This design comes from an exercise in tuning for small area, a short achievable clock period and few clock cycles on the open sky130 flow, not from production work.
At most, simulation tests tie the RTL to the original design; equivalence was not proved.
No functional check of the RTL was part of runs 1 and 2.
Power figures rest on the tool's default switching activity, not on a simulated workload.

==> design/flow/design.v <==
module forwardingBoard(a, b, uns, lt, eq);
	input [31:0] a, b;
	input uns;
	output reg [3:0] lt, eq;
	wire [31:0] x = {a[31] ^ ~uns, a[30:0]};
	wire [31:0] y = {b[31] ^ ~uns, b[30:0]};
	reg [31:0] l, e;
	integer w, i;
	always @* begin
		l = ~x & y;
		e = ~(x ^ y);
		for (w = 1; w < 8; w = w * 2)
			for (i = 0; i < 32; i = i + 2 * w) begin
				l[i] = l[i + w] | (e[i + w] & l[i]);
				e[i] = e[i + w] & e[i];
			end
		for (i = 0; i < 4; i = i + 1) begin
			lt[i] = l[8 * i];
			eq[i] = e[8 * i];
		end
	end
endmodule
module decoder(
	input  [31:0] inst,
	output [3:0]  rs1,
	output [3:0]  rs2,
	output [3:0]  rd,
	output [31:0] imm,
	output        uses1,      
	output        uses2,      
	output        bImm,       
	output        wr,         
	output        isLoad,
	output        isStore,
	output        isJal,
	output        isJalr,
	output        sub,        
	output        cmpUns,     
	output        rSum, rLt, rXor, rOr, rAnd, rSh, rImm, rTgt, rNpc,
	output        shLeft,
	output        cEq, cNe, cLe, cGe,
	output        ldByte, ldHalf, ldUns
);
	wire [4:0] op = inst[6:2];
	wire [2:0] f3 = inst[14:12];
	wire lui   = op == 5'b01101;
	wire auipc = op == 5'b00101;
	wire jal   = op == 5'b11011;
	wire jalr  = op == 5'b11001;
	wire br    = op == 5'b11000;
	wire ld    = op == 5'b00000;
	wire st    = op == 5'b01000;
	wire opi   = op == 5'b00100;
	wire opr   = op == 5'b01100;
	wire alu   = opi | opr;
	assign rs1 = inst[18:15];
	assign rs2 = inst[23:20];
	assign rd  = inst[10:7];
	wire [31:0] immI = {{20{inst[31]}}, inst[31:20]};
	wire [31:0] immS = {{20{inst[31]}}, inst[31:25], inst[11:7]};
	wire [31:0] immB = {{19{inst[31]}}, inst[31], inst[7], inst[30:25], inst[11:8], 1'b0};
	wire [31:0] immU = {inst[31:12], 12'b0};
	wire [31:0] immJ = {{11{inst[31]}}, inst[31], inst[19:12], inst[20], inst[30:21], 1'b0};
	assign imm = st ? immS : br ? immB : (lui | auipc) ? immU : jal ? immJ : immI;
	assign uses1   = ~(lui | auipc | jal);
	assign uses2   = opr | br | st;
	assign bImm    = opi | ld | st | jalr;
	assign wr      = alu | lui | auipc | jal | jalr | ld;
	assign isLoad  = ld;
	assign isStore = st;
	assign isJal   = jal;
	assign isJalr  = jalr;
	assign sub    = (alu & f3[2:1] == 2'b01) | (opr & f3 == 3'b000 & inst[30]);
	assign cmpUns = br ? f3[1] : f3[0];
	assign rSum  = alu & f3 == 3'b000;
	assign rLt   = alu & f3[2:1] == 2'b01;
	assign rXor  = alu & f3 == 3'b100;
	assign rOr   = alu & f3 == 3'b110;
	assign rAnd  = alu & f3 == 3'b111;
	assign rSh   = alu & f3[1:0] == 2'b01;
	assign shLeft = ~f3[2];
	assign rImm  = lui;
	assign rTgt  = auipc;
	assign rNpc  = jal | jalr;
	assign cEq = br & f3 == 3'b000;
	assign cNe = br & f3 == 3'b001;
	assign cLe = br & f3[2] & ~f3[0];
	assign cGe = br & f3[2] &  f3[0];
	assign ldByte = f3[1:0] == 2'b00;
	assign ldHalf = f3[1:0] == 2'b01;
	assign ldUns  = f3[2];
endmodule
module alu(a, b, sub, cmpUns, shLeft, sum, lt, shOut);
	input  [31:0] a, b;
	input  sub, cmpUns, shLeft;
	output [31:0] sum;
	output lt;
	output [31:0] shOut;
	reg [31:0] g, p;
	integer k, j;
	always @* begin
		g = a & b;
		p = a ^ b;
		g[0] = g[0] | (p[0] & sub);
		for (k = 1; k < 32; k = k * 2)
			for (j = 31; j >= k; j = j - 1) begin
				g[j] = g[j] | (p[j] & g[j - k]);
				p[j] = p[j] & p[j - k];
			end
	end
	assign sum = (a ^ b) ^ {g[30:0], sub};
	wire b31 = b[31] ^ sub;            
	wire ltu = ~g[31];
	wire lts = (a[31] ^ b31) ? a[31] : sum[31];
	assign lt = cmpUns ? ltu : lts;
	reg [31:0] ain, rout;
	integer i;
	always @* begin
		for (i = 0; i < 32; i = i + 1) ain[i] = shLeft ? a[31 - i] : a[i];
	end
	wire [31:0] r = ain >> b[4:0];
	always @* begin
		for (i = 0; i < 32; i = i + 1) rout[i] = shLeft ? r[31 - i] : r[i];
	end
	assign shOut = rout;
endmodule
module loadUnit(ldByte, ldHalf, ldUns, memData, out);
	input ldByte, ldHalf, ldUns;
	input [31:0] memData;
	output [31:0] out;
	wire s = ~ldUns & memData[31];
	assign out[31:16] = (ldByte | ldHalf) ? {16{s}} : memData[31:16];
	assign out[15:8]  = ldByte ? {8{s}} : ldHalf ? memData[31:24] : memData[15:8];
	assign out[7:0]   = ldByte ? memData[31:24] : ldHalf ? memData[23:16] : memData[7:0];
endmodule
module bancoRegistrador(clk, clear, rs1, rs2, data, rd, wEn, r1, r2);
	input clk, clear;
	input [3:0] rs1, rs2, rd;
	input wEn;                
	input [31:0] data;
	output [31:0] r1, r2;
	reg [31:0] registers [1:15];
	wire [31:0] wdata = data & {32{~clear}};
	integer i;
	always @(posedge clk) begin
		for (i = 1; i < 16; i = i + 1)
			if (clear || (wEn && rd == i)) registers[i] <= wdata;
	end
	wire wt1 = wEn && rd == rs1;
	wire wt2 = wEn && rd == rs2;
	reg [31:0] a, b;
	always @* begin
		a = wt1 ? data : 32'b0;
		b = wt2 ? data : 32'b0;
		for (i = 1; i < 16; i = i + 1) begin
			if (rs1 == i && !(wEn && rd == i)) a = a | registers[i];
			if (rs2 == i && !(wEn && rd == i)) b = b | registers[i];
		end
	end
	assign r1 = a;
	assign r2 = b;
endmodule
module fewcore (clk, reset, imem_addr, imem_rdata, dmem_addr, dmem_wdata, dmem_we, dmem_rdata);
	input clk, reset;
	output [31:0] imem_addr;
	input  [31:0] imem_rdata;
	output [31:0] dmem_addr;
	output [31:0] dmem_wdata;
	output dmem_we;
	input  [31:0] dmem_rdata;
	reg  [31:0] pcF;           
	reg         start;         
	wire        fv = ~start;   
	reg  [31:0] aX, oX;        
	reg  [31:0] zX;            
	reg         vX, rfX, jmpX, cEqX, cNeX, cLeX, cGeX;
	reg  [3:0]  ltX, eqX;       
	wire [31:0] sum;           
	wire [31:0] pcF4 = {pcF[31:2] + 30'd1, pcF[1:0]};
	wire        bLt = ltX[3] | eqX[3] & (ltX[2] | eqX[2] & (ltX[1] | eqX[1] & ltX[0]));
	wire        bEq = &eqX;
	wire        takeX = jmpX | (cEqX & bEq) | (cNeX & ~bEq) | (cLeX & (bLt | bEq)) | (cGeX & ~bLt);
	wire        redirS = vX & takeX;   
	wire        redir  = redirS | rfX;    
	wire        dHaz;
	assign imem_addr = redirS ? {sum[31:1], 1'b0} : rfX ? aX : start ? 32'b0 : pcF4;
	always @(posedge clk) begin
		pcF <= imem_addr;
		if (reset) start <= 1'b1;
		else       start <= 1'b0;
	end
	wire [3:0]  dRs1, dRs2, dRd;
	wire [31:0] dImm;
	wire dUses1, dUses2, dBImm, dWr, dLoad, dStore, dJal, dJalr, dSub, dCmpUns;
	wire dRSum, dRLt, dRXor, dROr, dRAnd, dRSh, dRImm, dRTgt, dRNpc, dShLeft;
	wire dCEq, dCNe, dCLe, dCGe, dLdByte, dLdHalf, dLdUns;
	decoder dec(
		.inst(imem_rdata), .rs1(dRs1), .rs2(dRs2), .rd(dRd), .imm(dImm),
		.uses1(dUses1), .uses2(dUses2), .bImm(dBImm), .wr(dWr),
		.isLoad(dLoad), .isStore(dStore), .isJal(dJal), .isJalr(dJalr),
		.sub(dSub), .cmpUns(dCmpUns),
		.rSum(dRSum), .rLt(dRLt), .rXor(dRXor), .rOr(dROr), .rAnd(dRAnd),
		.rSh(dRSh), .rImm(dRImm), .rTgt(dRTgt), .rNpc(dRNpc), .shLeft(dShLeft),
		.cEq(dCEq), .cNe(dCNe), .cLe(dCLe), .cGe(dCGe),
		.ldByte(dLdByte), .ldHalf(dLdHalf), .ldUns(dLdUns)
	);
	wire dBr = dCEq | dCNe | dCLe | dCGe;
	reg  [3:0]  rdW;
	reg         wW, ldW, ldByteW, ldHalfW, ldUnsW;
	reg  [31:0] resW;
	wire [31:0] ldData, wbData;
	loadUnit lu(.ldByte(ldByteW), .ldHalf(ldHalfW), .ldUns(ldUnsW), .memData(dmem_rdata), .out(ldData));
	assign wbData = ldW ? ldData : resW;
	wire [31:0] rf1, rf2;
	bancoRegistrador rf(
		.clk(clk), .clear(start), .rs1(dRs1), .rs2(dRs2),
		.data(wbData), .rd(rdW), .wEn(wW), .r1(rf1), .r2(rf2)
	);
	reg  [3:0]  rdX;
	reg         wrX, ldX;      
	wire [31:0] res;           
	wire m1 = dRs1 == rdX && wrX;
	wire m2 = dRs2 == rdX && wrX;
	assign dHaz = ldX & ((dUses1 & m1) | (dUses2 & m2));
	wire [31:0] dA = m1 ? res : rf1;
	wire [31:0] dB = m2 ? res : rf2;
	wire [3:0] dLt, dEq;
	forwardingBoard bcmp(.a(dA), .b(dB), .uns(imem_rdata[13]), .lt(dLt), .eq(dEq));
	reg  stV, subX, cmpUnsX, shLeftX;
	reg  rSumX, rLtX, rXorX, rOrX, rAndX, rShX, rXX, rNpcX;
	reg  ldByteX, ldHalfX, ldUnsX;
	always @(posedge clk) begin
		aX   <= (dRTgt | dJal | dBr | dHaz) ? pcF : dA;
		oX   <= ((dBImm | dRTgt | dJal | dBr | dRImm) ? dImm : dB) ^ {32{dSub}};
		zX   <= dB;
		rdX  <= dRd;
		subX <= dSub;  cmpUnsX <= dCmpUns;  shLeftX <= dShLeft;
		rSumX <= dRSum | dRTgt; rLtX <= dRLt; rXorX <= dRXor; rOrX <= dROr; rAndX <= dRAnd;
		rShX <= dRSh; rXX <= dRImm; rNpcX <= dRNpc;
		ldByteX <= dLdByte; ldHalfX <= dLdHalf; ldUnsX <= dLdUns;
		jmpX <= dJal | dJalr;
		ltX  <= dLt;  eqX <= dEq;
		cEqX <= dCEq; cNeX <= dCNe; cLeX <= dCLe; cGeX <= dCGe;
		if (reset) begin
			vX <= 1'b0; rfX <= 1'b0; wrX <= 1'b0; ldX <= 1'b0; stV <= 1'b0;
		end else begin
			stV  <= fv & ~redir & ~dHaz & dStore;
			vX   <= fv & ~redir & ~dHaz;
			rfX  <= fv & ~redir & dHaz;
			wrX  <= fv & ~redir & ~dHaz & dWr & (dRd != 4'd0);
			ldX  <= fv & ~redir & ~dHaz & dLoad;
		end
	end
	wire [31:0] shOut;
	wire lt;
	alu alu_m(.a(aX), .b(oX), .sub(subX), .cmpUns(cmpUnsX), .shLeft(shLeftX),
	          .sum(sum), .lt(lt), .shOut(shOut));
	assign res = ({32{rSumX}} & sum) | {31'b0, rLtX & lt} |
	             ({32{rXorX}} & (aX ^ oX)) | ({32{rOrX}} & (aX | oX)) |
	             ({32{rAndX}} & (aX & oX)) | ({32{rShX}} & shOut) |
	             ({32{rXX}} & oX) | ({32{rNpcX}} & pcF);
	assign dmem_addr  = sum;
	assign dmem_wdata = zX;
	assign dmem_we    = stV & ~reset;
	always @(posedge clk) begin
		resW <= res;
		rdW  <= rdX;
		ldByteW <= ldByteX; ldHalfW <= ldHalfX; ldUnsW <= ldUnsX;
		if (reset) begin
			wW  <= 1'b0;
			ldW <= 1'b0;
		end else begin
			wW  <= vX & wrX;
			ldW <= ldX;
		end
	end
endmodule
==> design/flow/flow/run.sh <==
#!/bin/bash
# Own flow: the standard layout (standard.sh, unchanged synthesis) with
#  - the ports buffered by a plain buffer cell instead of the delay cell the
#    resizer picks by default,
#  - timing repair asked to leave setup margin,
#  - a clock tree of fewer, smaller buffers without dummy loads.
# make's full output goes to standard_make.log; ORFS's per-step logs stay
# under orfs/logs.
set -uo pipefail
MARGIN=7.5
CTS="-sink_clustering_enable -repair_clock_nets -dont_use_dummy_load -sink_clustering_size 20 -sink_clustering_max_diameter 130 -buf_list sky130_fd_sc_hd__clkbuf_16"
bash standard.sh "SETUP_SLACK_MARGIN=$MARGIN" \
  "BUFFER_PORTS_ARGS=-buffer_cell sky130_fd_sc_hd__buf_1" \
  "CTS_ARGS=$CTS" \
  finish > standard_make.log 2>&1
==> design/flow/standard.sh <==
#!/bin/bash
# synth_recipe.tcl (not shown) runs the flow's synth.tcl, then flattens the netlist and writes it again
# the make line also repeats each setting of config.mk as NAME=value (left out here)
make -C /OpenROAD-flow-scripts/flow DESIGN_CONFIG=/design/flow/config.mk WORK_HOME=/design/flow/orfs CLKGATE_MAP_FILE= SYNTH_SCRIPT=/design/flow/synth_recipe.tcl "${@:-finish}"
==> design/flow/config.mk <==
export PLATFORM = sky130hd
export DESIGN_NAME = fewcore
export DESIGN_NICKNAME = fewcore
export VERILOG_FILES = /design/flow/design.v
export SDC_FILE = /design/flow/constraint.sdc
export NUM_CORES = 4
export LEC_CHECK = 0
export ABC_AREA = 1
export CAP_MARGIN = 10
export CORE_MARGIN = 2
export CORE_UTILIZATION = 40
export PLACE_DENSITY = 0.6
export SLEW_MARGIN = 10
export TNS_END_PERCENT = 0
==> design/flow/constraint.sdc <==
create_clock -name core_clock -period 12.5 [get_ports {clk}]
set_input_delay 2.5000 -clock core_clock [delete_from_list [all_inputs] [get_ports {clk}]]
set_output_delay 2.5000 -clock core_clock [all_outputs]
set_load 0.01 [all_outputs]
==> results of run 1 <==
==> timing repair <==
action,in CTS,in global routing
setup endpoints to repair,122,138
buffers inserted,7,12
pin swaps,13,22
gates cloned,4,1
gates resized for setup,125,87
==> per-layer routing <==
layer  track usage [%]  vias up
met4             22.52       10
met3             9.290      603
met1             43.95    17000
met2             53.03     2711
li1                  -    15780
met5            0.3539        -
==> area by class of cell <==
class | instances | area, um^2
inverters | 505 | 1946
fillers | 9199 | 51710
flip-flops and latches | 685 | 18570
multi-input cells | 3086 | 16600
clock buffers | 40 | 1001
well taps | 1254 | 1569
repair buffers | 249 | 1501
diodes | 5 | 12.51
==> logic make-up (layout without fill, tap and decap cells) <==
logic type	count (synthesis)	in the layout	share of synthesized area, %
and+or+nand+nor	2116	2116	24.30
AOI/OAI and AO/OA	844	844	14.76
buffers and inverters	701	794	7.325
DFF	685	685	49.62
adders and majority gates	99	99	3.359
xor gates and xnor gates	27	27	0.6336
other	0	5	0
==> critical path, stage by stage <==
cell	delay (ns)
buf_1	0.43
inv_2	0.12
nand2_1	0.21
nor2_1	0.09
nand2_2	0.28
buf_6	0.33
inv_2	0.31
nand2_1	0.15
nand3_1	0.08
a211oi_1	0.31
nand3_1	0.32
nand2_1	0.20
nand2_1	0.16
xor2_1	0.19
ha_1	0.34
nand4_1	0.14
o221ai_1	0.21
==> worst max-delay path by stage <==
stage | start | end | slack [ns] | depth (start not counted)
2_1_floorplan | reset | dmem_we | 7.42 | 1
3_3_place_gp | imem_rdata[16] | ltX[0] | 5.49 | 17
3_5_place_dp | imem_rdata[16] | ltX[0] | 5.42 | 17
4_1_cts | oX[0] | imem_addr[22] | 6.74 | 15
5_1_grt | aX[15] | imem_addr[24] | 6.59 | 12
6_report | imem_rdata[21] | ltX[3] | 6.61 | 17
==> through the flow <==
step	hold slack [ns]	worst slack [ns]	instances	utilization, %	power, mW
floorplan	0.3096	7.416	4472	-	3.553
global placement	0.3154	5.495	5755	42.20	4.098
detailed placement	0.3210	5.422	5755	42.20	4.108
CTS	0.3381	6.738	5806	43.97	5.481
global route	0.3501	6.586	5819	44.33	5.758
finish	0.3342	6.607	5824	44.34	5.579
==> layout by cell type (no fill, tap or decap), types with 93 or more instances in the layout <==
cell type	count
buf_1	149
dfxtp_1	177
nor2_1	284
o22ai_1	130
a21oi_1	147
nand2_1	1109
nand4_1	96
o21ai_0	153
a221oi_1	97
edfxtp_1	480
ha_1	93
nand3_1	445
inv_1	449
==> power by group <==
group	total (mW)	switching [mW]	leakage (nW)	internal, mW
logic	1.51	1.07	9.13	0.443
registers	2.72	0.131	6.66	2.59
clock network	1.34	0.770	0.493	0.571
total	5.58	1.97	16.3	3.61
==> registers in the layout, indices dropped and copies added, names as in the netlist, 32 cells and up <==
name / cells
rf.registers: 480
aX: 32
oX: 32
pcF: 32
resW: 32
zX: 32
==> flow_summary.toml, run 1 <==
[clock_network]
path_clk_slew_ns = 0.09
root_buffer = "clkbuf_16"
clock_latency_ns = 0.66
cts_sinks = 685
htree_num_levels = 2
cts_buffer_depth = 3
cts_tree = "yes"
cts_hold_buffers = 0
cts-buffers-inserted = 40

[sta]
finalCritPeriodShare_pct = 47.15
period_needed_ns = 5.893
final_hold_viol_count = 0
fmax_mhz = 169.7
drv_slew = 0
rsz0062_at_grt = "true"
setup_viol = 0
max-slew-margin-rel_pct = 22.11
worstMarginPinSlew_ns = 1.164
skew_ns = 0.08024
finalSetupTns_ns = 0

[pwr]
ir_drop_uv = 86.80
leakage_nw = 16.28
power_density_mw_per_mm2 = 135.4

[yosys]
synthCells = 4472
syn-num-nets = 4637
ys_ff_latch = 685
yosysWarningCount = 5
synth_enable_flop_cells = 480
synth_most_common_cell = "nand2_1"
synth_top_area_share_pct = 38.62
synth_common_cells = "nand2_1, edfxtp_1, inv_1"
synthTopCellsByArea = "edfxtp_1, nand2_1, dfxtp_1"
synth_ff_type = "edfxtp_1"
ys_types = 61
synth_area_mm2 = 0.03732
synth_seq_area_share_pct = 49.62
synthArstFlopShare_pct = 0
yosysTopAreaCell = "edfxtp_1"
avgSynthCellArea_um2 = 8.345

[worst_hold_path]
hp-class = "register to register"
hold_depth = 0
min_to = "ldUnsW"
min_from = "ldUnsX"

[route]
via_count = 36100
final_antenna_net_count = 0
wl_met2_mm = 72.71
top_layer = "met5"
drt-pass1-iter-count = 7
wl_met3_mm = 23.00
drc = 0
avgViaCountPerCell = 6.198
drt_first_iter_violations = 6386
routedWlPerCell_um = 29.51
wl_mm = 171.8
wl_met1_mm = 62.39

[cells_and_area]
drive_above_1_share_pct = 7.755
nets = 4732
design_area_mm2 = 0.04120
area.growth.synth_to_final_pct = 10.39

[placed_design]
portBuffers = 160
placed_area_mm2 = 0.03921
gp_congestion = 1.038
hpwl_mm = 115.2

[job]
cap_violations = 0

[floorplanning]
core_mm2 = 0.09291
die_h_um = 309.5
die_w_um = 309.5
start_util_pct = 40.17
dieArea_mm2 = 0.09576
rows = 112
ios = 163

[setup_path]
r2r_end = "ltX[1]"
reg2regPathDepth = 19
path_max_fanout = 16
worstReg2RegStart = "shLeftX"
ff2ff_setup_slack_ns = 8.08
cp-start-kind = "input port"
endpoint_kind = "register"
criticalPathCategory = "input port to register"
required_ns = 13.01
arrival_ns = 6.41

[status]
outcome = "complete, no violations"

[global_routing]
grt_pass1_wl_mm = 237.3
antenna_found_initial = 11
grt_overflow = 0
grt_pass1_vias = 33060
grtUsageTotal_pct = 34.93
grt_max_degree = 66
==> inputs of run 2 (changes only) <==
--- a/design/flow/config.mk
+++ b/design/flow/config.mk
@@ -11,4 +11,4 @@
 export CORE_UTILIZATION = 40
 export PLACE_DENSITY = 0.6
 export SLEW_MARGIN = 10
-export TNS_END_PERCENT = 0
+export TNS_END_PERCENT = 10
==> run 2 against run 1 <==
  * Sequential cell count did not move
  * Register-to-register slack improved by 0.02 ns
  * Sequential share of layout area fell by 1.2 points
  * Highest routed layer unchanged
  * Via count rose by 1.6%
  * Still clean on timing, DRC and antenna
  * Critical endpoint is now imem_addr[14]
  * Cell count rose by 1.2%
==> flow_summary.toml, run 2 <==
[yosys]
synthArstFlopShare_pct = 0
synth_ff_type = "edfxtp_1"
synth_top_area_share_pct = 38.62
ys_types = 61
ys_ff_latch = 685
syn-num-nets = 4637
avgSynthCellArea_um2 = 8.345
synthTopCellsByArea = "edfxtp_1, nand2_1, dfxtp_1"
synth_common_cells = "nand2_1, edfxtp_1, inv_1"
yosysTopAreaCell = "edfxtp_1"
synth_enable_flop_cells = 480
synth_most_common_cell = "nand2_1"
synth_area_mm2 = 0.03732
synthCells = 4472
yosysWarningCount = 5
synth_seq_area_share_pct = 49.62

[placed_design]
hpwl_mm = 115.2
gp_congestion = 1.038
portBuffers = 160
placed_area_mm2 = 0.03921

[route]
drc = 0
routedWlPerCell_um = 29.80
wl_mm = 175.6
drt_first_iter_violations = 6260
via_count = 36670
final_antenna_net_count = 0
avgViaCountPerCell = 6.222
drt-pass1-iter-count = 8

[worst_hold_path]
hp-class = "register to register"

[sta]
setup_viol = 0
rsz0062_at_grt = "true"
final_hold_viol_count = 0
period_needed_ns = 5.702
drv_slew = 0
max-slew-margin-rel_pct = 16.62
skew_ns = 0.07953
finalCritPeriodShare_pct = 45.62
worstMarginPinSlew_ns = 1.238
finalSetupTns_ns = 0
fmax_mhz = 175.4

[setup_path]
criticalPathCategory = "register to primary output"
cp_slowest_cell = "dfxtp_4"
cp_num_buf_inv = 3
critPathMaxStageDelay_ns = 0.37
arrival_ns = 3.20
cp-start-kind = "register"
path_max_fanout = 4
required_ns = 10.00
endpoint_kind = "primary output"
path_common_cell = "fa_2"
crit_chain = "buf_12 -> fa_2 -> inv_2 -> fa_2 -> nand3b_1 -> a21oi_2 -> o21ai_2 -> nand2_4 -> xor2_2 -> nor2_1 -> a21oi_1 -> buf_1"
crit_family = "compound AO/OA/AOI/OAI gates"

[floorplanning]
die_w_um = 309.5
rows = 112
core_mm2 = 0.09291
ios = 163
die_h_um = 309.5
dieArea_mm2 = 0.09576
start_util_pct = 40.17

[cells_and_area]
top_register = "rf.registers"
drive_above_1_share_pct = 10.96
largest_register_ffs = 480
nets = 4795
layout_common_cells = "nand2_1, edfxtp_1, inv_1"
final_common_cell = "nand2_1"
design_area_mm2 = 0.04237
area.growth.synth_to_final_pct = 13.53

[clock_network]
cts_tree = "yes"
clock_latency_ns = 0.66
cts_sinks = 685
cts_buffer_depth = 3
htree_num_levels = 2
path_clk_slew_ns = 0.09
cts-buffers-inserted = 40
cts_hold_buffers = 0
root_buffer = "clkbuf_16"

[pwr]
report.power.total_mw = 5.672
leakage_nw = 16.78
power_density_mw_per_mm2 = 133.9
ir_drop_uv = 87.79

[job]
cap_violations = 0

[global_routing]
grt_overflow = 0
antenna_found_initial = 20
grtUsageTotal_pct = 35.27
grt_pass1_wl_mm = 239.8
grt_max_degree = 66
grt_pass1_vias = 33510

[status]
outcome = "complete, no violations"
[run 2: cell counts after synthesis]
Identical to the previous run, type by type.
[run 2: worst register-to-register path: stages, from the launching register on]
cell and delay, ns:
dfxtp_2 0.32, buf_4 0.58, inv_2 0.06, buf_4 0.34, nand2_1 0.23, nand3_1 0.10, nand3_1 0.11, o21ai_1 0.10
o21ai_0 0.39, nand2_1 0.12, nand3_1 0.12, nand2_1 0.06, nand3_1 0.17, nand3_1 0.27, o21ai_0 0.69, ha_1 0.27
a21oi_1 0.08, nor2_1 0.11, a211oi_1 0.06, o211ai_1 0.16
[run 2: power breakdown]
group,internal [mW],total (mW),switching [mW]
clock network,0.571,1.34,0.768
registers,2.59,2.73,0.132
logic,0.499,1.61,1.11
[run 2: final timing paths]
path	from	to	slack [ns]	cells past startpoint
worst min register to register	ldUnsX	ldUnsW	0.33	0
worst min-delay path	ldUnsX	ldUnsW	0.33	0
worst max-delay path	oX[0]	imem_addr[14]	6.80	12
worst max register to register	shLeftX	ltX[1]	8.10	19
[run 2: cell families (layout without fill, tap and decap cells)]
kind of cell             Yosys count  in the layout  share of synthesized area (%)
AND/OR/NAND/NOR                 2116           2116                          24.30
AO/OA/AOI/OAI                    844            844                          14.76
buffers and inverters            701            857                          7.325
flip-flops                       685            685                          49.62
adder cells (fa/ha/maj)           99             99                          3.359
XOR/XNOR                          27             27                         0.6336
other                              0             11                              0
[run 2: layout make-up]
type | instances | area (um^2)
sequential | 685 | 18600
timing repair buffer | 312 | 2215
inverter | 505 | 2034
fill | 9066 | 50540
tap | 1254 | 1569
clock buffer | 40 | 1001
antenna | 11 | 27.53
multi-input combinational | 3086 | 16930
[run 2: metrics by stage]
stage	utilization, %	setup WS [ns]	std cells	hold WS, ns
CTS	44.80	6.743	5845	0.3381
detailed placement	42.20	5.422	5755	0.3210
global route	45.58	6.690	5882	0.3501
finish	45.61	6.798	5893	0.3341
floorplan	-	7.416	4472	0.3096
global placement	42.20	5.495	5755	0.3154
[run 2: metal layers]
metal,wire [um],vias up,share of wire [%],global-route usage [%]
met5,241,-,0.14,1.213
met4,14810,16,8.4,24.05
met3,23980,634,14,9.905
met2,73930,2815,42,52.96
met1,62660,17280,36,43.96
li1,-,15920,-,-
[run 2: timing repair]
| action | in CTS | in global routing |
|---|---|---|
| setup endpoints to repair | 122 | 110 |
| cloned | 5 | 5 |
| resized for setup | 265 | 114 |
| pin swaps | 47 | 29 |
| setup buffers | 45 | 32 |
==> inputs of run 3 (changes only) <==
--- a/design/flow/design.v
+++ b/design/flow/design.v
@@ -169,25 +169,33 @@
 	output dmem_we;
 	input  [31:0] dmem_rdata;
 	reg  [31:0] pcF;           
+	reg         fv;            
+	reg         again;         
 	reg         start;         
-	wire        fv = ~start;   
 	reg  [31:0] aX, oX;        
 	reg  [31:0] zX;            
-	reg         vX, rfX, jmpX, cEqX, cNeX, cLeX, cGeX;
+	reg         vX, jmpX, cEqX, cNeX, cLeX, cGeX;
 	reg  [3:0]  ltX, eqX;       
 	wire [31:0] sum;           
 	wire [31:0] pcF4 = {pcF[31:2] + 30'd1, pcF[1:0]};
 	wire        bLt = ltX[3] | eqX[3] & (ltX[2] | eqX[2] & (ltX[1] | eqX[1] & ltX[0]));
 	wire        bEq = &eqX;
 	wire        takeX = jmpX | (cEqX & bEq) | (cNeX & ~bEq) | (cLeX & (bLt | bEq)) | (cGeX & ~bLt);
-	wire        redirS = vX & takeX;   
-	wire        redir  = redirS | rfX;    
+	wire        redir = vX & takeX;
 	wire        dHaz;
-	assign imem_addr = redirS ? {sum[31:1], 1'b0} : rfX ? aX : start ? 32'b0 : pcF4;
-	always @(posedge clk) begin
-		pcF <= imem_addr;
-		if (reset) start <= 1'b1;
-		else       start <= 1'b0;
+	wire        refetch = fv & dHaz & ~redir;
+	assign imem_addr = redir ? {sum[31:1], 1'b0} : start ? 32'b0 : again ? pcF : pcF4;
+	always @(posedge clk) begin
+		pcF <= refetch ? pcF : imem_addr;
+		if (reset) begin
+			fv    <= 1'b0;
+			again <= 1'b0;
+			start <= 1'b1;
+		end else begin
+			fv    <= ~refetch;
+			again <= refetch;
+			start <= 1'b0;
+		end
 	end
 	wire [3:0]  dRs1, dRs2, dRd;
 	wire [31:0] dImm;
@@ -230,7 +238,7 @@
 	reg  rSumX, rLtX, rXorX, rOrX, rAndX, rShX, rXX, rNpcX;
 	reg  ldByteX, ldHalfX, ldUnsX;
 	always @(posedge clk) begin
-		aX   <= (dRTgt | dJal | dBr | dHaz) ? pcF : dA;
+		aX   <= (dRTgt | dJal | dBr) ? pcF : dA;
 		oX   <= ((dBImm | dRTgt | dJal | dBr | dRImm) ? dImm : dB) ^ {32{dSub}};
 		zX   <= dB;
 		rdX  <= dRd;
@@ -242,11 +250,10 @@
 		ltX  <= dLt;  eqX <= dEq;
 		cEqX <= dCEq; cNeX <= dCNe; cLeX <= dCLe; cGeX <= dCGe;
 		if (reset) begin
-			vX <= 1'b0; rfX <= 1'b0; wrX <= 1'b0; ldX <= 1'b0; stV <= 1'b0;
+			vX <= 1'b0; wrX <= 1'b0; ldX <= 1'b0; stV <= 1'b0;
 		end else begin
 			stV  <= fv & ~redir & ~dHaz & dStore;
 			vX   <= fv & ~redir & ~dHaz;
-			rfX  <= fv & ~redir & dHaz;
 			wrX  <= fv & ~redir & ~dHaz & dWr & (dRd != 4'd0);
 			ldX  <= fv & ~redir & ~dHaz & dLoad;
 		end
==> run 3 against run 2 <==
  * Non-clock buffer count up 33
  * Largest cell class unchanged
  * Area after synthesis grew 0.18%
  * Combinational power is 2% lower
  * Cell area up 1.3%
  * Cell count fell by 1.1%
==> flow_summary.toml, run 3 <==
[pwr]
ir_drop_uv = 100.1
power_density_mw_per_mm2 = 131.3
leakage_nw = 16.94
report.power.total_mw = 5.638

[floorplanning]
dieArea_mm2 = 0.09594
ios = 163
die_w_um = 309.7
die_h_um = 309.7
start_util_pct = 40.24
core_mm2 = 0.09291
rows = 112

[clock_network]
cts_tree = "yes"
path_clk_slew_ns = 0.10
cts_buffer_depth = 3
root_buffer = "clkbuf_16"
cts_sinks = 686
cts_hold_buffers = 0
clock_latency_ns = 0.66
htree_num_levels = 2
cts-buffers-inserted = 40

[global_routing]
grt_max_degree = 66
grtUsageTotal_pct = 35.91
grt_pass1_vias = 33220
antenna_found_initial = 13
grt_pass1_wl_mm = 241.9
grt_overflow = 0

[placed_design]
place_ws_ns = 5.594
portBuffers = 160
hpwl_mm = 116.5
dp.cells = 5664
gp_congestion = 1.012

[route]
drt-pass1-iter-count = 9
final_antenna_net_count = 0
avgViaCountPerCell = 6.230
via_count = 36310
drt_first_iter_violations = 6608
wl_mm = 177.2
drc = 0
routedWlPerCell_um = 30.40

[cells_and_area]
largest_register_ffs = 480
drive_above_1_share_pct = 12.35
fin_cells = 5828
nets = 4734
layout_common_cells = "nand2_1, edfxtp_1, inv_1"
fillers = 9137
final_common_cell = "nand2_1"
area.growth.synth_to_final_pct = 14.81
top_register = "rf.registers"

[yosys]
avgSynthCellArea_um2 = 8.558
synth_area_mm2 = 0.03739
synth_ff_type = "edfxtp_1"
ys_ff_latch = 686
synth_most_common_cell = "nand2_1"
synthCells = 4369
yosysTopAreaCell = "edfxtp_1"
synth_seq_area_share_pct = 50.44
synthTopCellsByArea = "edfxtp_1, nand2_1, dfxtp_1"
ys_types = 62
synth_common_cells = "nand2_1, edfxtp_1, inv_1"
synthArstFlopShare_pct = 0
synth_top_area_share_pct = 41.12
synth_enable_flop_cells = 512
syn-num-nets = 4534
yosysWarningCount = 5

[sta]
fmax_mhz = 176.0
finalCritPeriodShare_pct = 45.46
skew_ns = 0.08087
rsz0062_at_grt = "true"
worstMarginPinSlew_ns = 1.081
setup_ws_ns = 6.817
setup_viol = 0
finalSetupTns_ns = 0
final_hold_viol_count = 0
max-slew-margin-rel_pct = 27.94
drv_slew = 0
period_needed_ns = 5.683

[job]
cap_violations = 0

[setup_path]
arrival_ns = 3.18
path_max_fanout = 7
required_ns = 10.00
criticalPathCategory = "input port to primary output"
endpoint_kind = "primary output"
cp-start-kind = "input port"

[worst_hold_path]
hp-class = "register to register"

[status]
outcome = "complete, no violations"
run 3: kinds of logic after synthesis:
group / count (synthesis) / synth area share (%)
adder cells (fa/ha/maj): 99 / 3.353
XOR/XNOR: 47 / 1.101
AND/OR/NAND/NOR: 1979 / 22.85
buffers and inverters: 724 / 7.764
multiplexers: 1 / 0.02677
AO/OA/AOI/OAI: 833 / 14.47
flip-flops: 686 / 50.44
run 3: power breakdown:
part / total (mW) / switching, mW / internal, mW
combinational: 1.57 / 1.10 / 0.463
sequential: 2.73 / 0.118 / 2.61
clock: 1.34 / 0.773 / 0.571
run 3: worst paths after layout:
check	slack, ns	start	cells after the start	end
hold reg to reg	0.32	ldByteX	0	ldByteW
hold / removal	0.32	ldByteX	0	ldByteW
setup / recovery	6.82	reset	3	dmem_we
setup reg to reg	8.23	ldHalfW	13	ltX[1]
run 3: worst max-delay path, cell delays in order:
cell and delay [ns]:
buf_1 0.52, nor2_4 0.02, buf_1 0.14
run 3: layer usage:
metal  global-route usage, %  vias to the layer above  part of all wire [%]
li1                        -                    15650                     -
met1                   44.33                    17220                    36
met2                   53.70                     2788                    43
met3                   11.90                      642                    14
met4                   23.44                       14                   7.4
met5                       0                        -                 0.045
run 3: cell type report:
cell class	count	area, um^2	area share, %
Sequential cell	686	18910	44.05
Multi-Input combinational cell	2959	16700	38.91
Timing Repair Buffer	345	2572	5.992
Inverter	536	2152	5.013
Tap cell	1254	1569	3.655
Clock buffer	40	1001	2.332
Antenna cell	7	17.52	0.04080
Timing Repair inverter	1	5.005	0.01166
run 3: timing repair:
| item | CTS | global route |
|---|---|---|
| cloned | 9 | 0 |
| setup endpoints to repair | 119 | 129 |
| pin swaps | 28 | 57 |
| setup buffers | 40 | 68 |
| resized for setup | 206 | 264 |
run 3: through the flow:
stage               area [um^2]  util (%)  hold slack [ns]
global route              42910     46.19           0.3191
global placement          39260     42.26           0.3275
CTS                       41570     44.74           0.3420
detailed placement        39260     42.26           0.3295
floorplan                 37400         -           0.3096
finish                    42930     46.21           0.3209
Testbench counts of run 3, summed over its fixed seeds: cycles 63,270.
==> inputs of run 4 (changes only) <==
--- a/design/flow/config.mk
+++ b/design/flow/config.mk
@@ -11,4 +11,4 @@
 export CORE_UTILIZATION = 40
 export PLACE_DENSITY = 0.6
 export SLEW_MARGIN = 10
-export TNS_END_PERCENT = 10
+export TNS_END_PERCENT = 30
==> run 4 against run 3 <==
  * Cell count up 1.0%
  * Still clean
  * Global-route usage is 0.32 points higher
  * Synthesized cell count unchanged
  * First-iteration DRC count fell by 1.2%
  * Setup slack gained 0.038 ns
  * Clock skew is 0.0024 ns lower
  * Count of clock-buffer cells in the layout unchanged
==> flow_summary.toml, run 4 <==
[status]
outcome = "complete, no violations"

[yosys]
synth_common_cells = "nand2_1, edfxtp_1, inv_1"
synth_top_area_share_pct = 41.12
avgSynthCellArea_um2 = 8.558
ys_ff_latch = 686
synth_enable_flop_cells = 512
synth_seq_area_share_pct = 50.44
synthArstFlopShare_pct = 0
synth_area_mm2 = 0.03739
yosysTopAreaCell = "edfxtp_1"
yosysWarningCount = 5
syn-num-nets = 4534
synth_most_common_cell = "nand2_1"
synthCells = 4369
synth_ff_type = "edfxtp_1"
synthTopCellsByArea = "edfxtp_1, nand2_1, dfxtp_1"
ys_types = 62

[setup_path]
crit_family = "simple AND/OR/NAND/NOR gates"
crit_chain = "buf_12 -> fa_2 -> inv_2 -> fa_2 -> nand3b_1 -> nand2_2 -> nand3_2 -> nand2_4 -> nand2_4 -> nand3_4 -> nand2_2 -> nand3b_1 -> nand2_2 -> o22ai_2 -> buf_2"
arrival_ns = 3.14
cp-start-kind = "register"
required_ns = 10.00
ff2ff_setup_slack_ns = 8.17
worstReg2RegStart = "oX[0]"
cp_num_buf_inv = 3
endpoint_kind = "primary output"
startpoint = "oX[0]"
cp_slowest_cell = "fa_2"
r2r_end = "ltX[1]"
reg2regPathDepth = 22
path_max_fanout = 4
setup.worst_path.end = "imem_addr[24]"
worst-path-stages = 15
criticalPathCategory = "register to primary output"
critPathMaxStageDelay_ns = 0.37
path_common_cell = "nand2_2"

[global_routing]
grt_pass1_wl_mm = 244.2
antenna_found_initial = 15
grt_pass1_vias = 33640
grtUsageTotal_pct = 36.23
grt_max_degree = 66
grt_overflow = 0

[floorplanning]
dieArea_mm2 = 0.09594
rows = 112
die_h_um = 309.7
ios = 163
core_mm2 = 0.09291
die_w_um = 309.7
start_util_pct = 40.24

[placed_design]
gp_congestion = 1.012
dp.cells = 5664
portBuffers = 160
hpwl_mm = 116.5
placed_area_mm2 = 0.03926
place_ws_ns = 5.594

[clock_network]
cts_buffer_depth = 3
clock_latency_ns = 0.65
htree_num_levels = 2
cts-buffers-inserted = 40
path_clk_slew_ns = 0.10
cts_tree = "yes"
cts_sinks = 686
root_buffer = "clkbuf_16"

[sta]
period_needed_ns = 5.645
holdWs_ns = 0.3243
final_hold_viol_count = 0
finalCritPeriodShare_pct = 45.16
finalSetupTns_ns = 0
drv_slew = 0
setup_viol = 0
setup_ws_ns = 6.855
worstMarginPinSlew_ns = 1.136
max-slew-margin-rel_pct = 24.26
fmax_mhz = 177.2
skew_ns = 0.07844
rsz0062_at_grt = "true"

[cells_and_area]
drive_above_1_share_pct = 15.76
top_register = "rf.registers"
final_common_cell = "nand2_1"
fin_cells = 5887
layout_common_cells = "nand2_1, edfxtp_1, inv_1"
nets = 4792
design_area_mm2 = 0.04419
area.growth.synth_to_final_pct = 18.19
fillers = 9015
final_util_pct = 47.57
largest_register_ffs = 480

[route]
drt-pass1-iter-count = 9
avgViaCountPerCell = 6.235
routedWlPerCell_um = 30.43
drt_first_iter_violations = 6530
final_antenna_net_count = 0
wl_mm = 179.2
via_count = 36710
drc = 0

[worst_hold_path]
min_from = "ldByteX"
hp-class = "register to register"

[pwr]
report.power.total_mw = 5.767
leakage_nw = 17.61
power_density_mw_per_mm2 = 130.5
ir_drop_uv = 99.45

[job]
cap_violations = 0
## run 4: worst min-delay path by stage
| stage | to | slack (ns) | cells after the start |
|---|---|---|---|
| after floorplan | ldByteW | 0.31 | 0 |
| after detailed placement | ldUnsW | 0.33 | 0 |
| after global routing | ldByteW | 0.32 | 0 |
| after CTS | ldByteW | 0.34 | 0 |
| after global placement | ldUnsW | 0.33 | 0 |
| final | ldByteW | 0.32 | 0 |
## run 4: metal layers
metal / GRT usage (%) / part of all wire (%) / vias to the layer above
met4: 24.32 / 7.5 / 16
met5: 0 / 0.12 / -
met2: 54.11 / 43 / 2885
met1: 44.46 / 36 / 17370
met3: 12.08 / 14 / 656
li1: - / - / 15780
## run 4: area by class of cell
type / instances / area, um^2 / share of cell area (%)
flip-flops and latches: 686 / 18930 / 42.84
multi-input cells: 2959 / 17310 / 39.18
repair buffers: 403 / 3199 / 7.240
inverters: 536 / 2151 / 4.867
well taps: 1254 / 1569 / 3.550
clock buffers: 40 / 1001 / 2.265
diodes: 8 / 20.02 / 0.04530
repair inverters: 1 / 5.005 / 0.01133
## run 4: cell families after synthesis
logic type,count (synthesis),share of synthesized area (%)
AND/OR/NAND/NOR,1979,22.85
AO/OA/AOI/OAI,833,14.47
multiplexers,1,0.02677
flip-flops,686,50.44
buffers and inverters,724,7.764
adder cells (fa/ha/maj),99,3.353
XOR/XNOR,47,1.101
## run 4: where the power goes
group / internal, mW / leakage [nW] / switching [mW] / total (mW)
combinational: 0.540 / 10.3 / 1.15 / 1.69
clock: 0.571 / 0.493 / 0.774 / 1.34
sequential: 2.61 / 6.80 / 0.116 / 2.73
total: 3.72 / 17.6 / 2.04 / 5.77
## run 4: repair_timing
item / in CTS / in global routing
pin swaps: 57 / 65
hold buffers: 0 / 0
endpoints found under the setup margin: 119 / 127
buffers inserted: 75 / 89
gates resized for setup: 356 / 296
gates cloned: 10 / 1
## run 4: worst reg2reg max path: cells and delay by family (launching register included)
| family | cells | cell delay (ns) |
|---|---|---|
| AOI/OAI and AO/OA | 5 | 1.27 |
| adders and majority gates | 3 | 0.85 |
| buffers and inverters | 7 | 0.72 |
| and+or+nand+nor | 6 | 0.90 |
| DFF | 1 | 0.36 |
| xor gates and xnor gates | 1 | 0.15 |
==> inputs of run 5 (changes only) <==
--- a/design/flow/config.mk
+++ b/design/flow/config.mk
@@ -11,4 +11,4 @@
 export CORE_UTILIZATION = 40
 export PLACE_DENSITY = 0.6
 export SLEW_MARGIN = 10
-export TNS_END_PERCENT = 30
+export TNS_END_PERCENT = 0
==> run 5 against run 4 <==
  * Total power decreased by 3.3%
  * Non-clock buffer count is 120 lower
  * Global-route usage is 0.80 points lower
  * Clock power is essentially flat
  * Combinational power shrank 11%
  * Critical path depth increased by 2
  * Synthesized cell count did not move
  * Count of clock-buffer cells in the layout unchanged
  * Sequential cell count stayed put
  * Largest cell class unchanged
  * Highest routed layer unchanged
==> flow_summary.toml, run 5 <==
[status]
outcome = "complete, no violations"

[route]
routedWlPerCell_um = 30.33
via_count = 35880
wl_mm = 174.9
final_antenna_net_count = 0
avgViaCountPerCell = 6.222
drt-pass1-iter-count = 8
drc = 0
drt_first_iter_violations = 6215

[job]
cap_violations = 0

[setup_path]
cp-start-kind = "input port"
worst-path-stages = 17
cp_slowest_cell = "inv_2"
crit_family = "buffers and inverters"
worstReg2RegStart = "ldHalfW"
path_common_cell = "nand2_1"
criticalPathCategory = "input port to register"
setup.worst_path.end = "ltX[1]"
ff2ff_setup_slack_ns = 8.08
path_max_fanout = 19
endpoint_kind = "register"
crit_chain = "buf_1 -> inv_1 -> nand2_1 -> nor2_1 -> nand2_1 -> buf_4 -> inv_2 -> nand2_1 -> o21ai_0 -> a211oi_1 -> o2111ai_1 -> nand2_1 -> ha_1 -> a21oi_1 -> o21ai_0 -> a221oi_1 -> o21ai_0"
cp_num_buf_inv = 4
startpoint = "imem_rdata[16]"
r2r_end = "ltX[0]"
required_ns = 12.99
critPathMaxStageDelay_ns = 0.68
reg2regPathDepth = 13
arrival_ns = 6.22

[placed_design]
hpwl_mm = 116.5
gp_congestion = 1.012
portBuffers = 160

[floorplanning]
rows = 112
die_h_um = 309.7
core_mm2 = 0.09291
ios = 163
start_util_pct = 40.24
dieArea_mm2 = 0.09594
die_w_um = 309.7

[yosys]
synth.area.mux_share_pct = 0.02677
yosys.area_share.simple_pct = 22.85
yosysTopAreaCell = "edfxtp_1"
synthAdderAreaFrac_pct = 3.353
synthCells = 4369
synth_top_area_share_pct = 41.12
synth_seq_area_share_pct = 50.44
synthTopCellsByArea = "edfxtp_1, nand2_1, dfxtp_1"
synthArstFlopShare_pct = 0
synth_common_cells = "nand2_1, edfxtp_1, inv_1"
ys_ff_latch = 686
ys_types = 62
synth_ff_type = "edfxtp_1"
yosysWarningCount = 5
synth_area_mm2 = 0.03739
synth_most_common_cell = "nand2_1"
synth_top_family_by_area = "simple AND/OR/NAND/NOR gates"
synth_enable_flop_cells = 512
avgSynthCellArea_um2 = 8.558
synthXorXnorAreaFrac_pct = 1.101
syn-num-nets = 4534
synth_compound_area_share_pct = 14.47

[sta]
final_hold_viol_count = 0
skew_ns = 0.07803
drv_slew = 0
worstMarginPinSlew_ns = 1.191
rsz0062_at_grt = "true"
period_needed_ns = 5.726
fmax_mhz = 174.7
setup_viol = 0
max-slew-margin-rel_pct = 20.54
finalSetupTns_ns = 0
finalCritPeriodShare_pct = 45.80

[cells_and_area]
nets = 4672
fillers = 9235
drive_above_1_share_pct = 9.190
top_register = "rf.registers"
largest_register_ffs = 480
area.growth.synth_to_final_pct = 11.44
final_common_cell = "nand2_1"
layout_common_cells = "nand2_1, edfxtp_1, inv_1"

[clock_network]
path_clk_slew_ns = 0.11
cts_buffer_depth = 3
cts_tree = "yes"
root_buffer = "clkbuf_16"
htree_num_levels = 2
clock_latency_ns = 0.65
cts-buffers-inserted = 40
cts_sinks = 686
cts_hold_buffers = 0

[pwr]
report.power.total_mw = 5.577
swShare_pct = 35.30
ir_drop_uv = 98.83
power_frac_seq_pct = 48.8
leakage_nw = 16.49
power_switching_mw = 1.969
clkPwrFrac_pct = 24.1
power_density_mw_per_mm2 = 133.8
combPwrFrac_pct = 27.1
intPower_mw = 3.608

[global_routing]
grtUsageTotal_pct = 35.43
grt_max_degree = 66
grt_pass1_vias = 32940
antenna_found_initial = 13
grt_pass1_wl_mm = 238.8
grt_overflow = 0

[worst_hold_path]
hp-class = "register to register"
==> run 5: cell counts after synthesis <==
Identical to the previous run, type by type.
==> run 5: power groups by stage <==
| stage | sequential, mW | clock (mW) | combinational, mW |
|---|---|---|---|
| 2_1_floorplan | 2.73 | 0 | 0.827 |
| 3_3_place_gp | 2.76 | 0 | 1.32 |
| 3_5_place_dp | 2.77 | 0 | 1.33 |
| 4_1_cts | 2.72 | 1.34 | 1.40 |
| 5_1_grt | 2.74 | 1.42 | 1.61 |
| 6_report | 2.72 | 1.34 | 1.51 |
==> run 5: logic make-up (layout without fill, tap and decap cells) <==
| family | Yosys count | after routing |
|---|---|---|
| xor+xnor | 47 | 47 |
| mux | 1 | 1 |
| flops | 686 | 686 |
| fa+ha+maj | 99 | 99 |
| simple gates | 1979 | 1979 |
| buf+inv | 724 | 860 |
| compound gates | 833 | 833 |
| other cells | 0 | 8 |
==> run 5: metrics by stage <==
stage                     instances  hold WS (ns)  cell area [um^2]  setup WS [ns]  util [%]
after global placement         5664        0.3275             39260          5.586     42.26
after CTS                      5732        0.3420             40960          6.795     44.09
after detailed placement       5664        0.3295             39260          5.594     42.26
after global routing           5759        0.3212             41650          6.737     44.83
after floorplan                4369        0.3096             37400          7.416         -
final                          5767        0.3338             41670          6.774     44.85
==> run 5: how the worst min path moves through the flow <==
stage                  from  endpoint  slack (ns)  cells after the start
finish              ldByteX   ldByteW        0.33                      0
global route        ldByteX   ldByteW        0.32                      0
CTS                 ldByteX   ldByteW        0.34                      0
detailed placement   ldUnsX    ldUnsW        0.33                      0
global placement     ldUnsX    ldUnsW        0.33                      0
floorplan           ldByteX   ldByteW        0.31                      0
==> run 5: worst reg2reg max path: cells and delay by family (launching register included) <==
family	cells	cell delay [ns]
buffers and inverters	2	0.40
DFF	1	0.71
adders and majority gates	1	0.33
and+or+nand+nor	5	1.02
AOI/OAI and AO/OA	5	1.83
==> run 5: layout make-up <==
cell class	count	area (um^2)	area share, %
clock buffer	40	1001	2.402
timing repair inverter	1	5.005	0.01201
antenna	8	20.02	0.04804
sequential	686	18890	45.34
tap	1254	1569	3.765
timing repair buffer	283	1765	4.237
multi-input combinational	2959	16340	39.22
inverter	536	2072	4.973
==> run 5: what timing repair did <==
action,4_1_cts,5_1_grt
setup endpoints to repair,119,127
cloned,4,1
buffers inserted,24,26
resized for setup,114,136
pin swaps,15,35
==> run 5: layer usage <==
| metal | up-vias | wire length [um] | global-route usage [%] |
|---|---|---|---|
| li1 | 15520 | - | - |
| met1 | 16940 | 63050 | 44.31 |
| met2 | 2773 | 73340 | 52.90 |
| met3 | 644 | 24810 | 11.29 |
| met4 | 10 | 13630 | 22.56 |
| met5 | - | 64 | 0 |

re-timing with driven ports:
The flow's constraints put no driver on any port. The routed layouts listed below were extracted and timed again, unchanged, in two steps. Step 1 assumes that a clkbuf_16 drives the clock port and a buf_2 every other input. Step 2 also shifts input and output timing later by t, the mid clock arrival at the registers, as if the neighbouring blocks saw the same clock. Slacks: no drivers / after step 1 / after step 2; pairs: no drivers / after step 1.
| run | t, ns | setup WS [ns] | worst register clock-pin slew, ns |
|---|---|---|---|
| run 1 | 0.688 | 6.607 / 6.554 / 5.866 | 0.09 / 0.09 |
| run 2 | 0.684 | 6.798 / 6.730 / 6.148 | 0.09 / 0.09 |
| run 3 | 0.692 | 6.817 / 6.768 / 6.436 | 0.11 / 0.11 |
| run 4 | 0.687 | 6.855 / 6.783 / 6.620 | 0.11 / 0.11 |
| run 5 | 0.683 | 6.774 / 6.728 / 6.045 | 0.11 / 0.11 |
After both steps every run listed still meets setup and hold. For run 1, which loses most, drivers alone change the setup slack by -0.053 ns; drivers and shift together by -0.741 ns.
